Background: an optimization exercise with open tools, aiming at small area and a short achievable clock period. Do not read the settings as production practice.
The RTL was checked by simulation tests, not by an equivalence proof against the original design.
No activity file was given, so power comes from the tool's default toggle rates.

`design/flow/design.v`:
```
module sync_vg
#(
 parameter 
 X_BITS=12,
 Y_BITS=12
)
(
 input wire clk,
 input wire reset,
 input wire interlaced,
 input wire [Y_BITS-1:0] v_total_0,
 input wire [Y_BITS-1:0] v_fp_0,
 input wire [Y_BITS-1:0] v_bp_0,
 input wire [Y_BITS-1:0] v_sync_0,
 input wire [Y_BITS-1:0] v_total_1,
 input wire [Y_BITS-1:0] v_fp_1,
 input wire [Y_BITS-1:0] v_bp_1,
 input wire [Y_BITS-1:0] v_sync_1,
 input wire [X_BITS-1:0] h_total,
 input wire [X_BITS-1:0] h_fp,
 input wire [X_BITS-1:0] h_bp,
 input wire [X_BITS-1:0] h_sync,
 input wire [X_BITS-1:0] hv_offset_0,
 input wire [X_BITS-1:0] hv_offset_1,
 output reg vs_out,
 output reg hs_out,
 output reg de_out,
 output reg [Y_BITS:0] v_count_out,
 output reg [X_BITS-1:0] h_count_out,
 output reg [X_BITS-1:0] x_out,
 output reg [Y_BITS:0] y_out,
 output reg field_out
);
reg [X_BITS-1:0] h_count;
reg [Y_BITS-1:0] v_count;
reg field;
reg [Y_BITS-1:0] v_total;
reg [Y_BITS-1:0] v_fp;
reg [Y_BITS-1:0] v_bp;
reg [Y_BITS-1:0] v_sync;
reg [X_BITS-1:0] hv_offset;
always @(posedge clk)
 if (reset)
 h_count <= 0;
 else
 if (h_count < h_total - 1)
 h_count <= h_count + 1;
 else
 h_count <= 0;
always @(posedge clk)
 if (reset)
 v_count <= 0;
 else
 if (h_count == h_total - 1)
 begin
 if (v_count == v_total - 1)
 v_count <= 0;
 else
 v_count <= v_count + 1;
 end
always @(posedge clk)
 if (reset)
 begin
   field <= 0;
   v_total <= v_total_0;
   v_fp <= interlaced ? v_fp_1 : v_fp_0;  
   v_bp <= v_bp_0;
   v_sync <= v_sync_0;
   hv_offset <= hv_offset_0;
 end
  else
 if ((interlaced) && ((v_count == v_total - 1) && (h_count == h_total - 1)))
 begin
   field <= field + interlaced;
   v_total <= field ? v_total_0 : v_total_1;
   v_fp <= field ? v_fp_1 : v_fp_0;  
   v_bp <= field ? v_bp_0 : v_bp_1;
   v_sync <= field ? v_sync_0 : v_sync_1;
   hv_offset <= field ? hv_offset_0 : hv_offset_1;
 end
always @(posedge clk)
if (reset)
 { vs_out, hs_out, de_out, field_out } <= 4'b0;
else begin
 hs_out <=  ((h_count < h_sync));
 de_out <=  (((v_count >= v_sync + v_bp) && (v_count <= v_total - v_fp - 1)) && 
            ((h_count >= h_sync + h_bp) && (h_count <= h_total - h_fp - 1)));
 if ((v_count == 0) && (h_count == hv_offset))
  vs_out <= 1'b1;
 else if ((v_count == v_sync) && (h_count == hv_offset))
  vs_out <= 1'b0;
  h_count_out <= h_count;
 if (field)
  v_count_out <= v_count + v_total_0;
 else
  v_count_out <= v_count;
 x_out <= h_count - (h_sync + h_bp);
 if (interlaced)
  y_out <= { (v_count - (v_sync + v_bp)) , field };
 else
  y_out <= { 1'b0, (v_count - (v_sync + v_bp)) };
  field_out <= field;
 end
endmodule
module pattern_vg
 #(
 parameter B=8,  
 X_BITS=12,
 Y_BITS=12,
 FRACTIONAL_BITS = 12
 )
 (input reset, clk_in,
 input wire [X_BITS-1:0] x,
 input wire [Y_BITS-1:0] y,
 input wire vn_in, hn_in, dn_in,
 input wire [B-1:0] r_in, g_in, b_in,
 output reg vn_out, hn_out, den_out,
 output reg [B-1:0] r_out, g_out, b_out,
 input wire [X_BITS-1:0] total_active_pix,
 input wire [Y_BITS-1:0] total_active_lines,
 input wire [7:0] pattern,
 input wire [B+FRACTIONAL_BITS-1:0] ramp_step
 );
reg [B+FRACTIONAL_BITS-1:0] ramp_values;  
always @(posedge clk_in)
begin
   vn_out <= vn_in;
   hn_out <= hn_in;
   den_out <= dn_in;
 if (reset)
  ramp_values <= 0;
 else if (pattern == 8'b0)  
   begin
     r_out <= r_in;
     g_out <= g_in;
     b_out <= b_in;
   end
 else if (pattern == 8'b1)  
 begin
 if (dn_in && ((y == 12'b0) || (x == 12'b0) || (x == total_active_pix - 1) || (y == total_active_lines - 1)))
 begin
   r_out <= 8'hFF;
   g_out <= 8'hFF;
   b_out <= 8'hFF;
 end
 else
 begin
   r_out <= r_in;
   g_out <= g_in;
   b_out <= b_in;
 end
 end
 else if (pattern == 8'd2)  
 begin
 if ((dn_in) && x[0] == 1'b1)
 begin
 r_out <= 8'hFF;
 g_out <= 8'hFF;
 b_out <= 8'hFF;
 end
 else
 begin
 r_out <= 8'b0;
 g_out <= 8'b0;
 b_out <= 8'b0;
 end
 end
 else if (pattern == 8'd3)  
 begin
 if ((dn_in) && y[0] == 1'b1)
 begin
  r_out <= 8'hFF;
  g_out <= 8'hFF;
  b_out <= 8'hFF;
 end
 else
 begin
  r_out <= 8'b0;
  g_out <= 8'b0;
  b_out <= 8'b0;
 end
 end
 else if (pattern == 8'd4)  
 begin
 r_out <= ramp_values[B+FRACTIONAL_BITS-1:FRACTIONAL_BITS];
 g_out <= ramp_values[B+FRACTIONAL_BITS-1:FRACTIONAL_BITS];
 b_out <= ramp_values[B+FRACTIONAL_BITS-1:FRACTIONAL_BITS];
 if ((x == total_active_pix - 1) && (dn_in))
  ramp_values <= 0;
 else if ((x == 0) && (dn_in))
  ramp_values <= ramp_step;
 else if (dn_in)
  ramp_values <= ramp_values + ramp_step;
 end
end
endmodule
module video_gen (
  input  wire        clk,
  input  wire        reset,
  input  wire        interlaced,
  input  wire [11:0] v_total_0,
  input  wire [11:0] v_fp_0,
  input  wire [11:0] v_bp_0,
  input  wire [11:0] v_sync_0,
  input  wire [11:0] v_total_1,
  input  wire [11:0] v_fp_1,
  input  wire [11:0] v_bp_1,
  input  wire [11:0] v_sync_1,
  input  wire [11:0] h_total,
  input  wire [11:0] h_fp,
  input  wire [11:0] h_bp,
  input  wire [11:0] h_sync,
  input  wire [11:0] hv_offset_0,
  input  wire [11:0] hv_offset_1,
  input  wire [11:0] total_active_pix,
  input  wire [11:0] total_active_lines,
  input  wire [7:0]  pattern,
  input  wire [19:0] ramp_step,
  input  wire [7:0]  r_in,
  input  wire [7:0]  g_in,
  input  wire [7:0]  b_in,
  output wire [12:0] v_count_out,
  output wire [11:0] h_count_out,
  output wire [11:0] x_out,
  output wire [12:0] y_out,
  output wire        field_out,
  output wire        vs_out,
  output wire        hs_out,
  output wire        de_out,
  output wire [7:0]  r_out,
  output wire [7:0]  g_out,
  output wire [7:0]  b_out
);
wire vs_t, hs_t, de_t;
sync_vg #(.X_BITS(12), .Y_BITS(12)) i_sync_vg (
  .clk(clk),
  .reset(reset),
  .interlaced(interlaced),
  .v_total_0(v_total_0),
  .v_fp_0(v_fp_0),
  .v_bp_0(v_bp_0),
  .v_sync_0(v_sync_0),
  .v_total_1(v_total_1),
  .v_fp_1(v_fp_1),
  .v_bp_1(v_bp_1),
  .v_sync_1(v_sync_1),
  .h_total(h_total),
  .h_fp(h_fp),
  .h_bp(h_bp),
  .h_sync(h_sync),
  .hv_offset_0(hv_offset_0),
  .hv_offset_1(hv_offset_1),
  .vs_out(vs_t),
  .hs_out(hs_t),
  .de_out(de_t),
  .v_count_out(v_count_out),
  .h_count_out(h_count_out),
  .x_out(x_out),
  .y_out(y_out),
  .field_out(field_out)
);
pattern_vg #(.B(8), .X_BITS(12), .Y_BITS(12), .FRACTIONAL_BITS(12)) i_pattern_vg (
  .reset(reset),
  .clk_in(clk),
  .x(x_out),
  .y(y_out[11:0]),
  .vn_in(vs_t),
  .hn_in(hs_t),
  .dn_in(de_t),
  .r_in(r_in),
  .g_in(g_in),
  .b_in(b_in),
  .vn_out(vs_out),
  .hn_out(hs_out),
  .den_out(de_out),
  .r_out(r_out),
  .g_out(g_out),
  .b_out(b_out),
  .total_active_pix(total_active_pix),
  .total_active_lines(total_active_lines),
  .pattern(pattern),
  .ramp_step(ramp_step)
);
endmodule
```
`design/flow/run.sh`:
```
#!/bin/bash
# synth_recipe.tcl (not shown) runs the flow's synth.tcl, then flattens the netlist and writes it again
# the make line also repeats each setting of config.mk as NAME=value (left out here)
make -C /OpenROAD-flow-scripts/flow DESIGN_CONFIG=/design/flow/config.mk WORK_HOME=/design/flow/orfs CLKGATE_MAP_FILE= SYNTH_SCRIPT=/design/flow/synth_recipe.tcl finish
```
`design/flow/config.mk`:
```
export PLATFORM = sky130hd
export DESIGN_NAME = video_gen
export DESIGN_NICKNAME = video_gen
export VERILOG_FILES = /design/flow/design.v
export SDC_FILE = /design/flow/constraint.sdc
export NUM_CORES = 4
export LEC_CHECK = 0
export CAP_MARGIN = 20
export CORE_AREA = 2.3 2.72 207.7 207.12
export DIE_AREA = 0 0 210 210
export SLEW_MARGIN = 20
```
`design/flow/constraint.sdc`:
```
create_clock -name core_clock -period 5.0 [get_ports {clk}]
set_input_delay 1.0000 -clock core_clock [delete_from_list [all_inputs] [get_ports {clk}]]
set_output_delay 1.0000 -clock core_clock [all_outputs]
set_load 0.01 [all_outputs]
```
==> run summary <==
[placed cells by master (no fill, tap or decap), drive strengths merged, types with 31 or more instances in the layout]
master / netlist / final
ha: 165 / 165
inv: 98 / 106
dfxtp: 52 / 52
xor2: 83 / 83
buf: 9 / 71
xnor2: 93 / 93
o21ai: 98 / 98
nand2: 71 / 71
a21o: 31 / 31
nor2b: 33 / 33
nor2: 175 / 175
nor3: 57 / 57
edfxtp: 134 / 134
nand3: 67 / 67
mux2: 76 / 76
a21oi: 118 / 118
clkdlybuf4s50: 0 / 323
[metrics by stage]
step | hold WS [ns] | instances | util, % | power [µW] | area, µm²
final | 0.332 | 2651 | 49.7 | 4640 | 20800
after global routing | 0.347 | 2650 | 49.7 | 4900 | 20800
after CTS | 0.335 | 2650 | 49.6 | 4670 | 20700
after detailed placement | 0.318 | 2618 | 48.2 | 3350 | 20200
after global placement | 0.316 | 2618 | 48.2 | 3320 | 20200
after floorplan | 0.310 | 1730 | - | 2720 | 15900
[area by class of cell]
cell class	count	area, µm²	share of cell area (%)
clock inverter	15	133	0.638
clock buffer	17	425	2.05
sequential	186	5060	24.4
timing repair buffer	394	3790	18.2
multi-input combinational	1400	10300	49.7
inverter	99	372	1.79
tap	539	674	3.24
antenna	1	2.50	0.0120
[per-layer routing]
| layer | share of wire [%] | global-route usage, % |
|---|---|---|
| met5 | 0.036 | 0 |
| met2 | 46 | 35.5 |
| met3 | 5.4 | 3.16 |
| met1 | 46 | 27.8 |
| met4 | 2.1 | 6.31 |
[power breakdown]
| part | switching [µW] | internal [µW] | leakage, µW |
|---|---|---|---|
| Sequential | 98.0 | 1760 | 0.00168 |
| Clock | 659 | 656 | 0.000273 |
| Combinational | 705 | 759 | 0.00623 |
| Total | 1460 | 3180 | 0.00818 |
[what timing repair did]
| action | CTS | global route |
|---|---|---|
| hold buffers | 0 | 0 |
| resized for setup | 0 | 9 |
| buffers inserted | 0 | 0 |
| endpoints found under the setup margin | 0 | 1 |
[worst paths after layout]
| kind | from | end | slack (ns) | depth (start not counted) |
|---|---|---|---|---|
| max | h_total[4] | i_sync_vg.de_out$_SDFF_PP0_ | 0.22 | 15 |
| min | i_sync_vg.hs_out$_SDFF_PP0_ | i_pattern_vg.hn_out$_DFF_P_ | 0.33 | 0 |
| max reg2reg | i_sync_vg.v_fp[0]$_DFFE_PP_ | i_sync_vg.de_out$_SDFF_PP0_ | 0.24 | 19 |
| min reg2reg | i_sync_vg.hs_out$_SDFF_PP0_ | i_pattern_vg.hn_out$_DFF_P_ | 0.33 | 0 |
[kinds of logic after synthesis]
| kind of cell | synth area share (%) |
|---|---|
| adders and majority gates | 14.0 |
| and+or+nand+nor | 18.0 |
| DFF | 31.9 |
| buffers and inverters | 3.54 |
| AOI/OAI and AO/OA | 16.9 |
| xor gates and xnor gates | 9.72 |
| muxes | 5.90 |
==> qor.yml <==
setup_viol: 0
largest_register_ffs: 20
slew_viol_final: 0
synth_most_common_cell: "nor2_1"
ys.flop_type: "edfxtp_1"
worstMarginPinSlew_ns: 0.895
grt_max_degree: 50
num_io_pins: 325
insertion_delay_ns: 0.45
htree_levels: 4
netlist_area_um2: 15900
slew_headroom_pct: 40.2
cpLargestDelayFamily: "simple AND/OR/NAND/NOR gates"
critPathRequiredTime_ns: 5.34
worst_setup_path_start_kind: "primary input"
ys_seq_area_share_pct: 31.9
cp.buffers_inverters: 1
cpPeakStageDelay_ns: 0.67
drive_gt1_share_pct: 10.8
max_freq_ghz: 0.209
first_pass_iters: 7
yosys-top-cells-count: "nor2_1 (174), ha_1 (165), edfxtp_1 (134)"
place_ws_ns: -0.297
p_per_area_nw_per_um2: 223
cp_cell_sequence: "clkdlybuf4s50_1 > ha_1 > or4_1 > o21ai_1 > a211oi_1 > o311a_1 > or4b_1 > o311ai_2 > nor2_1 > nand3_1 > ha_1 > or4b_2 > nor3_1 > nand3_1 > o221a_1"
grt_pass1_wl_um: 73200
grt_setup_unrepaired: "false"
critPathSlowestCell: "or4b_2"
synthCells: 1730
cp_max_fo: 4
drt-initial-drc-count: 1018
leakage_uw: 0.00818
cts_made_buffers: 17
synth_top_cell_area_share_pct: 25.4
die_area_um2: 44100
fin_ws_ns: 0.218
overflow: 0
drcViolationCount: 0
path_class: "primary input to flip-flop"
core_area_um2: 41900
num_rows: 75
cts_root_buffer: "clkbuf_16"
synth_fp_nets: 2150
fin_setup_tns_ns: 0
clk_pin_slew_ns: 0.07
yosysWarningCount: 2
peakVddDrop_mv: 0.187
largestRegisters: "i_pattern_vg.ramp_values: 20 flops, i_sync_vg.v_count_out: 13 flops, i_sync_vg.y_out: 13 flops"
tritoncts: "done"
synth_edf_count: 134
via_count: 14361
fillers: 3977
synth_area_leaders: "edfxtp_1 (25%), ha_1 (13%), dfxtp_1 (6.6%), mux2_2 (5.4%), xnor2_1 (5.1%)"
start_util_pct: 37.9
drt-total-wl_um: 47000
io_buffers: 324
final-hold-violation-count: 0
fin_worst_skew_ns: 0.0146
antenna_found_initial: 1
cp-end-kind: "flip-flop"
die_h_um: 210
regMostFlops: "i_pattern_vg.ramp_values"
wl_per_cell_um: 17.7
nNetsFinal: 2518
ys_seq_elements: 186
hp-class: "flip-flop to flip-flop"
avgSynthCellArea_um2: 9.17
fin_crit_ns: 4.78
dieWidth_um: 210
cp.arrival_ns: 5.12
ant_nets: 0
grt_pass1_vias: 14092
ys_types: 89
area_growth_pct: 31.0
place_hpwl_um: 37500
clk_path_buf_depth: 2
status: "timing/DRC/antenna clean"
gp_congestion: 0.864
vias_per_cell: 5.42
grtUsageTotal_pct: 21.0
async_reset_ff_share_pct: 0
fin_crit_sh_pct: 95.6
maxCapViolCount: 0
cts.sinks: 186
synth_top_area_cell: "edfxtp_1"

## what the ideal ports hide
The results above use ideal ports. As a check the final layout listed here was re-extracted and re-timed, cells and wires unchanged. Step 1 (the two cells are an assumption about what drives the block):
set clk [get_ports {clk}]
set_driving_cell -lib_cell sky130_fd_sc_hd__clkbuf_16 $clk
set_driving_cell -lib_cell sky130_fd_sc_hd__buf_2 [delete_from_list [all_inputs] $clk]
Step 2 adds t to the input delays and takes it off the output delays; t is the mean of the earliest and latest rising clock arrival at the registers after step 1. Input paths then give back, and output paths get back, about the clock's delay inside the block. a / b / c = ideal / step 1 / step 2; a / b = the first two.
t (ns): 0.498
slack for setup (ns): 0.218 / 0.236 / -0.253
hold slack, ns: 0.332 / 0.332 / 0.332
worst data-port slew with drivers (ns): 0.08
With both steps, setup timing fails in this run, where it was met with ideal ports. For this run, drivers alone change the setup slack by +0.018 ns; drivers and shift together by -0.471 ns.
